Source: an optimization exercise on an open RTL-to-GDS flow (aim: small area, a short achievable clock period and few clock cycles). Production flows keep margins and buffers that such runs may drop.
Only simulation tests tie the RTL to the original design; equivalence was not proved.
Power figures rest on the tool's default switching activity, not on a simulated workload.

garnet:
Design JAM, start of the top module:
module JAM (
    input CLK,
    input RST,
    output [2:0] W,
    output [2:0] J,
    input [6:0] Cost,
    output reg [3:0] MatchCount,
    output reg [9:0] MinCost,
    output reg Valid
);
Size: about 7700 cells after synthesis, ~2700 flip-flops, roughly 95000 sq um of cells after synthesis.
==> flow/config.mk <==
export PLATFORM = sky130hd
export DESIGN_NAME = JAM
export DESIGN_NICKNAME = JAM
export VERILOG_FILES = /design/flow/design.v
export SDC_FILE = /design/flow/constraint.sdc
export NUM_CORES = 4
export LEC_CHECK = 0
export CAP_MARGIN = 20
export CORE_MARGIN = 2
export CORE_UTILIZATION = 60
export SLEW_MARGIN = 20
==> flow/constraint.sdc <==
create_clock -name core_clock -period 10.0 [get_ports {CLK}]
set_input_delay 2.0000 -clock core_clock [delete_from_list [all_inputs] [get_ports {CLK}]]
set_output_delay 2.0000 -clock core_clock [all_outputs]
set_load 0.01 [all_outputs]
standard.sh (not shown) runs the stock make flow with config.mk's settings and CLKGATE_MAP_FILE= SYNTH_SCRIPT=/design/flow/synth_recipe.tcl, a recipe that flattens the netlist after the stock synthesis.
==> flow/flow/run.sh <==
#!/bin/bash
# Standard layout with three changes: the port buffers use a normal buffer cell (buf_4)
# instead of the default pick; clock tree synthesis builds its tree from clkbuf_16,
# without dummy loads, in clusters of up to 24 flip-flops; and timing repair aims for a
# setup slack of 6.9 ns on the 10 ns clock, so it sizes up the slowest paths. The
# constraints (constraint.sdc) are not changed.
set -euo pipefail
export BUFFER_PORTS_ARGS="-buffer_cell sky130_fd_sc_hd__buf_4"
export CTS_ARGS="-sink_clustering_enable -repair_clock_nets -dont_use_dummy_load -buf_list sky130_fd_sc_hd__clkbuf_16 -sink_clustering_size 24 -sink_clustering_max_diameter 150"
export SETUP_SLACK_MARGIN=6.9
bash standard.sh finish > standard_flow.log 2>&1
Testbench counts of garnet, summed over its fixed seeds: cycles 1,638.
Changes in maple relative to garnet:
--- a/flow/config.mk
+++ b/flow/config.mk
@@ -9,3 +9,3 @@
 export CORE_MARGIN = 2
-export CORE_UTILIZATION = 60
+export CORE_UTILIZATION = 70
 export SLEW_MARGIN = 20
--- outcome ---
Cmp maple vs garnet: final standard cell count with taps included and fillers excluded lower in maple
NOTE via count garnet->maple increased slightly
Any difference in detailed-route wire length between maple and garnet is small enough to ignore.
Compared with garnet, maple ends up with a smaller final cell area.
For willow, these inputs were changed with respect to maple:
==> flow/flow/run.sh <==
#!/bin/bash
# Standard layout with three changes: the port buffers use a normal buffer cell (buf_4)
# instead of the default pick; clock tree synthesis builds its tree from clkbuf_16,
# without dummy loads, in clusters of up to 20 flip-flops; and timing repair aims for a
# setup slack of 6.9 ns on the 10 ns clock, so it sizes up the slowest paths. The
# constraints (constraint.sdc) are not changed.
set -euo pipefail
export BUFFER_PORTS_ARGS="-buffer_cell sky130_fd_sc_hd__buf_4"
export CTS_ARGS="-sink_clustering_enable -repair_clock_nets -dont_use_dummy_load -buf_list sky130_fd_sc_hd__clkbuf_16 -sink_clustering_size 20 -sink_clustering_max_diameter 150"
export SETUP_SLACK_MARGIN=6.9
bash standard.sh finish > standard_flow.log 2>&1
--- a/flow/config.mk
+++ b/flow/config.mk
@@ -9,3 +9,3 @@
 export CORE_MARGIN = 2
-export CORE_UTILIZATION = 70
+export CORE_UTILIZATION = 60
 export SLEW_MARGIN = 20
Notes after the runs:
willow — flip-flop and latch share of the layout cell area 0.74 points lower, maple as reference
Final period demand of the worst path is higher on willow
willow against maple: via count of the first global-routing pass fell 1.8%; relative max-transition margin went up.
In willow the sum of met3 wire segment lengths after detailed routing turned out 14% lower than in maple.
maple consumes less power than willow.

* * *

Another version of the RTL of JAM (not shown whole).
For scale: ~7800 cells after synthesis, ~30 I/O pins, ~0.098 mm^2 of cells after synthesis.
==> flow/config.mk <==
export PLATFORM = sky130hd
export DESIGN_NAME = JAM
export DESIGN_NICKNAME = JAM
export VERILOG_FILES = /design/flow/design.v
export SDC_FILE = /design/flow/constraint.sdc
export NUM_CORES = 4
export LEC_CHECK = 0
export CAP_MARGIN = 20
export CORE_MARGIN = 2
export CORE_UTILIZATION = 40
export SLEW_MARGIN = 20
==> flow/constraint.sdc <==
create_clock -name core_clock -period 10.0 [get_ports {CLK}]
set_input_delay 2.0000 -clock core_clock [delete_from_list [all_inputs] [get_ports {CLK}]]
set_output_delay 2.0000 -clock core_clock [all_outputs]
set_load 0.01 [all_outputs]
==> flow/flow/run.sh <==
#!/bin/bash
# Standard layout with three changes: the port buffers use a normal buffer cell (buf_4)
# instead of the default pick; clock tree synthesis builds its tree from clkbuf_16,
# without dummy loads, in clusters of up to 20 flip-flops; and timing repair aims for a
# setup slack of 7.4 ns on the 10 ns clock, so it sizes up the slowest paths. The
# constraints (constraint.sdc) are not changed.
set -euo pipefail
export BUFFER_PORTS_ARGS="-buffer_cell sky130_fd_sc_hd__buf_4"
export CTS_ARGS="-sink_clustering_enable -repair_clock_nets -dont_use_dummy_load -buf_list sky130_fd_sc_hd__clkbuf_16 -sink_clustering_size 20 -sink_clustering_max_diameter 150"
export SETUP_SLACK_MARGIN=7.4
bash standard.sh finish > standard_flow.log 2>&1
Testbench counts at the start, summed over its fixed seeds: cycles 1,656.
Edit:
--- a/flow/flow/run.sh
+++ b/flow/flow/run.sh
@@ -4,3 +4,3 @@
 # without dummy loads, in clusters of up to 20 flip-flops; and timing repair aims for a
-# setup slack of 7.4 ns on the 10 ns clock, so it sizes up the slowest paths. The
+# setup slack of 6.9 ns on the 10 ns clock, so it sizes up the slowest paths. The
 # constraints (constraint.sdc) are not changed.
@@ -9,3 +9,3 @@
 export CTS_ARGS="-sink_clustering_enable -repair_clock_nets -dont_use_dummy_load -buf_list sky130_fd_sc_hd__clkbuf_16 -sink_clustering_size 20 -sink_clustering_max_diameter 150"
-export SETUP_SLACK_MARGIN=7.4
+export SETUP_SLACK_MARGIN=6.9
 bash standard.sh finish > standard_flow.log 2>&1
- CORE_UTILIZATION: 40 -> 60
Power went down by 6.3%. Clock power went down by about 0.6%. Utilization went up by 19 points. Worst setup slack gains 0.050 ns. Design area went down by 4.9%. Critical path depth stays the same.
Edit:
- CORE_UTILIZATION: 60 -> 40
Clock skew is higher by 0.028 ns.
Global-route usage is lower by 8.4 points.
Non-clock buffer count is higher by 12.
Fmax is lower slightly.
Sequential cell count is unchanged.
Synthesized area does not change.
Cell area is higher slightly.
Clock-buffer cell count does not change.
Edit:
==> flow/flow/run.sh (replaced) <==
#!/bin/bash
# Standard layout with three changes: the port buffers use a normal buffer cell (buf_4)
# instead of the default pick; clock tree synthesis builds its tree from clkbuf_8,
# without dummy loads, in clusters of up to 15 flip-flops; and timing repair aims for a
# setup slack of 6.9 ns on the 10 ns clock, so it sizes up the slowest paths. The
# constraints (constraint.sdc) are not changed.
set -euo pipefail
export BUFFER_PORTS_ARGS="-buffer_cell sky130_fd_sc_hd__buf_4"
export CTS_ARGS="-sink_clustering_enable -repair_clock_nets -dont_use_dummy_load -buf_list sky130_fd_sc_hd__clkbuf_8 -sink_clustering_size 15 -sink_clustering_max_diameter 100"
export SETUP_SLACK_MARGIN=6.9
bash standard.sh finish > standard_flow.log 2>&1
Outcome:
- non-clock buffer count goes down by 1
- cell area goes down slightly
- via count goes up slightly
- global-route usage goes up by 0.11 points
- core utilization goes down by 0.48 points
- first-iteration DRC count goes down by a few percent
- cell count goes up slightly
- hold slack hardly moves
- maximum frequency goes down by a few percent
Edit:
==> flow/flow/run.sh (replaced) <==
#!/bin/bash
# Standard layout with two changes: the port buffers use a normal buffer cell (buf_4)
# instead of the default pick, and clock tree synthesis builds its tree from clkbuf_16,
# without dummy loads, in clusters of up to 20 flip-flops.
set -euo pipefail
export BUFFER_PORTS_ARGS="-buffer_cell sky130_fd_sc_hd__buf_4"
export CTS_ARGS="-sink_clustering_enable -repair_clock_nets -dont_use_dummy_load -buf_list sky130_fd_sc_hd__clkbuf_16 -sink_clustering_size 20 -sink_clustering_max_diameter 150"
bash standard.sh finish > standard_flow.log 2>&1
Result:
- cell area came out higher by 0.38%
- area after synthesis does not change
- setup slack degrades by 0.020 ns
- total power came out higher by 1.8%
- worst hold slack stays flat
- routed wire length came out lower by 1.1%
- clock skew came out lower by 0.048 ns
- sequential power hardly moves
- combinational power came out lower by about 3%
- utilization came out higher by 0.16 points
- die area stays the same

## separate check: timing with driven ports
How much do the figures lean on ideal ports? The routed layouts below were timed once more, with nothing changed but the port constraints.
Step 1 sets driving cells, clkbuf_16 on the clock port and buf_2 on the other inputs (assumed; they add their load-dependent delay and slew).
Step 2 also shifts input and output timing later by t, the mid clock arrival at the registers, as if the neighbouring blocks saw the same clock.
Three values: ideal ports, drivers, drivers and shift; two values: the first two.
run | t (ns) | setup slack, ns | worst setup path at the end
garnet | 0.880 | 6.750 / 6.658 / 6.848 | register to register
maple | 0.851 | 6.728 / 6.644 / 6.781 | register to register
willow | 0.881 | 6.697 / 6.611 / 6.843 | register to register
the first run of note 2 | 0.891 | 6.648 / 6.564 / 6.984 | input to register
the second run of note 2 | 0.873 | 6.698 / 6.614 / 6.933 | register to register
the third run of note 2 | 0.887 | 6.658 / 6.572 / 7.017 | input to register
the fourth run of note 2 | 1.065 | 6.453 / 6.369 / 6.998 | input to register
the fifth run of note 2 | 0.885 | 6.432 / 6.432 / 6.432 | register to register
After both steps every run listed still meets setup and hold.
